Background: an optimization exercise with open tools, aiming at small area, a short achievable clock period and few clock cycles per item. Do not read the settings as production practice. Function was checked by simulation only, so behaviour that the tests miss may differ from the original. Power is estimated from default activity; no workload was simulated.

== the reference run ==
Design pow5_pipelined_valid, start of the top module:
module pow5_pipelined_valid
#(
  parameter DATA_WIDTH = 8
)
(
  input  logic                      clk_i,
  input  logic                      rst_i,
  input  logic [DATA_WIDTH-1:0]     pow_data_i,
  input  logic                      data_valid_i,
  output logic [(5*DATA_WIDTH)-1:0] pow_data_o,
  output logic                      data_valid_o
);
  logic                      valid_1_ff;
  logic                      valid_2_ff;
  logic [(5*DATA_WIDTH)-1:0] pow5;
  logic [(5*DATA_WIDTH)-1:0] pow_ff;
  always_ff @ (posedge clk_i or posedge rst_i)
    if (rst_i) begin
      valid_1_ff <= 1'b0;
      valid_2_ff <= 1'b0;
    end
    else begin
      valid_1_ff <= data_valid_i;
      valid_2_ff <= valid_1_ff;
    end
  always_ff @ (posedge clk_i)
    pow_ff <= pow5;
  pow5_logic u_pow5 (.clk(clk_i), .x(pow_data_i), .y(pow5));
  assign pow_data_o   = pow_ff;
  assign data_valid_o = valid_2_ff;
endmodule
Size in the first run: roughly 62 flip-flops, about 7400 µm² of cells after synthesis.
Settings: LEC_CHECK=0, ABC_AREA=1, CAP_MARGIN=20, CORE_MARGIN=2, CORE_UTILIZATION=20, PLACE_DENSITY=0.3, SETUP_SLACK_MARGIN=3.2, SLEW_MARGIN=20, TNS_END_PERCENT=5; clock period 5.5 ns.
run.sh (not shown) runs the stock make flow with config.mk's settings and CLKGATE_MAP_FILE= SYNTH_SCRIPT=/design/flow/synth_recipe.tcl, a recipe that flattens the netlist after the stock synthesis.
The reference run | status: complete | timing, DRC, antenna: pass
Testbench counts of the reference run, summed over its fixed seeds: cycles 16,008, items 16,000.
Input changes introduced in the trial run (baseline for comparison: the reference run):
Settings: a deleted TNS_END_PERCENT that had been 5; a change of SETUP_SLACK_MARGIN from 3.2 to 3.0.
[summary]
- Looking at count of placed standard cells in the final layout, fillers left out, the trial run sits below the reference run.
- Wire length ended up 1.5% lower on the trial run than on the reference run.
- In the trial run, setup slack after layout is lower than in the reference run.

* * *

== v43 ==
Starting RTL as in the previous note.
Settings: LEC_CHECK=0, CAP_MARGIN=20, CORE_MARGIN=2, CORE_UTILIZATION=20, CTS_BUF_LIST=sky130_fd_sc_hd__clkbuf_8, PLACE_DENSITY=0.3, SETUP_SLACK_MARGIN=3.2, SLEW_MARGIN=20; clock period 5.5 ns.
standard.sh (not shown) runs the stock make flow with config.mk's settings and CLKGATE_MAP_FILE= SYNTH_SCRIPT=/design/flow/synth_recipe.tcl, a recipe that flattens the netlist after the stock synthesis.
==> flow/flow/run.sh <==
#!/bin/bash
# Own flow: the standard flow (standard synthesis and layout) with one change:
# the port buffers are plain sky130_fd_sc_hd__buf_1 cells.
set -euo pipefail
bash standard.sh "BUFFER_PORTS_ARGS=-buffer_cell sky130_fd_sc_hd__buf_1" finish > log_standard_flow.log 2>&1
Testbench counts of v43, summed over its fixed seeds: cycles 16,008, items 16,000.
The following lists how v58 was set up differently from v43:
==> flow/run.sh (new file) <==
#!/bin/bash
# synth_recipe.tcl (not shown) runs the flow's synth.tcl, then flattens the netlist and writes it again
# the make line also repeats each setting of config.mk as NAME=value (left out here)
make -C /OpenROAD-flow-scripts/flow DESIGN_CONFIG=/design/flow/config.mk WORK_HOME=/design/flow/orfs CLKGATE_MAP_FILE= SYNTH_SCRIPT=/design/flow/synth_recipe.tcl finish
diff --git a/flow/config.mk b/flow/config.mk
--- a/flow/config.mk
+++ b/flow/config.mk
@@ -6,9 +6,9 @@
 export NUM_CORES = 4
 export LEC_CHECK = 0
-export CAP_MARGIN = 20
+export ABC_AREA = 1
+export CAP_MARGIN = 0
 export CORE_MARGIN = 2
 export CORE_UTILIZATION = 20
-export CTS_BUF_LIST = sky130_fd_sc_hd__clkbuf_8
 export PLACE_DENSITY = 0.3
 export SETUP_SLACK_MARGIN = 3.2
-export SLEW_MARGIN = 20
+export SLEW_MARGIN = 0
removed: flow/flow/run.sh
removed: flow/standard.sh
==> run notes <==
- No stage failed in v58, and the final checks on the layout all came back clean.
- Changes observed in v58 relative to v43: chip width fell by 4.1%; cell depth of the worst flop-to-flop path now sits higher; fraction of area in registers higher; met2 routed wirelength saw an increase; buffer count excluding the clock tree in the final layout went down by 23%.
- Capture point of the worst path = pow_ff[20]: v58; capture point of the worst path = pow_ff[17]: v43
- Changes observed in v58 relative to v43: layout overhead on the synthesized area moved up, post-CTS setup buffer count decreased by 14 relative to the old numbers.
Modified inputs, v40 compared to v58
diff --git a/flow/config.mk b/flow/config.mk
--- a/flow/config.mk
+++ b/flow/config.mk
@@ -6,9 +6,8 @@
 export NUM_CORES = 4
 export LEC_CHECK = 0
-export ABC_AREA = 1
-export CAP_MARGIN = 0
+export CAP_MARGIN = 20
 export CORE_MARGIN = 2
 export CORE_UTILIZATION = 20
 export PLACE_DENSITY = 0.3
 export SETUP_SLACK_MARGIN = 3.2
-export SLEW_MARGIN = 0
+export SLEW_MARGIN = 20
### Flow results
- In the reports for v58 and v40, the larger sequential share of layout area belongs to v58.
- met1 layer usage reported by global route ended up 6.5 points lower on v40 than on v58.
- Taking v58 as the reference, in v40 clock skew fell by 0.014 ns, HPWL after detailed placement fell by 11%, number of cells in the finished layout apart from fillers fell by 176.
- What v58 reported for leakage power has to be multiplied by 0.809 to get the figure for v40.
- v40 ended up with a lower sum of routed wire length over all layers than v58 did.
- Worst setup path startpoint: u_pow5.p5 -> v58, u_pow5.p9 -> v40
- NOTE inverter count v58->v40 decreased by more than half
diff inputs: v40 => v34
diff --git a/flow/config.mk b/flow/config.mk
--- a/flow/config.mk
+++ b/flow/config.mk
@@ -6,7 +6,9 @@
 export NUM_CORES = 4
 export LEC_CHECK = 0
+export ABC_AREA = 1
 export CAP_MARGIN = 20
 export CORE_MARGIN = 2
 export CORE_UTILIZATION = 20
+export GPL_TIMING_DRIVEN = 0
 export PLACE_DENSITY = 0.3
 export SETUP_SLACK_MARGIN = 3.2
## What came out
In summary, v34 completed successfully, with a layout that passed the timing, design-rule and antenna checks. v34: clock skew is 0.0096 ns higher than what v40 reported. Compared with v40, switching power total in v34 increased by a little under 10%. Compared with v40, the router placed more vias in v34. | area of the placeable core | v34 vs v40 | about 8% lower |. Higher global-route usage goes to v34 over v40. Of the two values seen for combinational family with the most area after synthesis, simple AND/OR/NAND/NOR gates was produced by v34 and compound AO/OA/AOI/OAI gates by v40. The setup slack of v34 falls short of that of v40 by 0.015 ns. Met1 global-route usage: v40 and v34 compared, lower one is v40. v34 vs. v40: worst hold slack across all endpoints went up by 0.0072 ns. v40 has higher per-instance average area after synthesis than v34. In v34 the global-route wire length before repair turned out about 11% higher than in v40.

[re-timing with driven ports]
The results above use ideal ports. As a check the final layouts listed here were re-extracted and re-timed, cells and wires unchanged.
Step 1: set_driving_cell puts a clkbuf_16 on clk_i and a buf_2 on each other input, an assumption about the parent block.
Step 2 adds t to the input delays and takes it off the output delays; t is the mean of the earliest and latest rising clock arrival at the registers after step 1. Input paths then give back, and output paths get back, about the clock's delay inside the block.
a / b / c = no drivers / after step 1 / after step 2; a / b = the first two.
run	t (ns)	slack for setup (ns)	latest minus earliest clock arrival (ns)	worst data-port slew with drivers (ns)
the reference run	0.451	2.987 / 2.987 / 2.987	0.014 / 0.013	0.04
the trial run	0.447	2.785 / 2.785 / 2.785	0.014 / 0.013	0.04
v43	0.526	3.054 / 3.054 / 3.054	0.021 / 0.021	0.03
v58	0.445	3.020 / 3.020 / 3.020	0.028 / 0.029	0.04
v40	0.435	3.046 / 3.046 / 3.046	0.015 / 0.015	0.03
v34	0.459	3.031 / 3.031 / 3.031	0.025 / 0.025	0.04
After both steps every run listed still meets setup and hold.
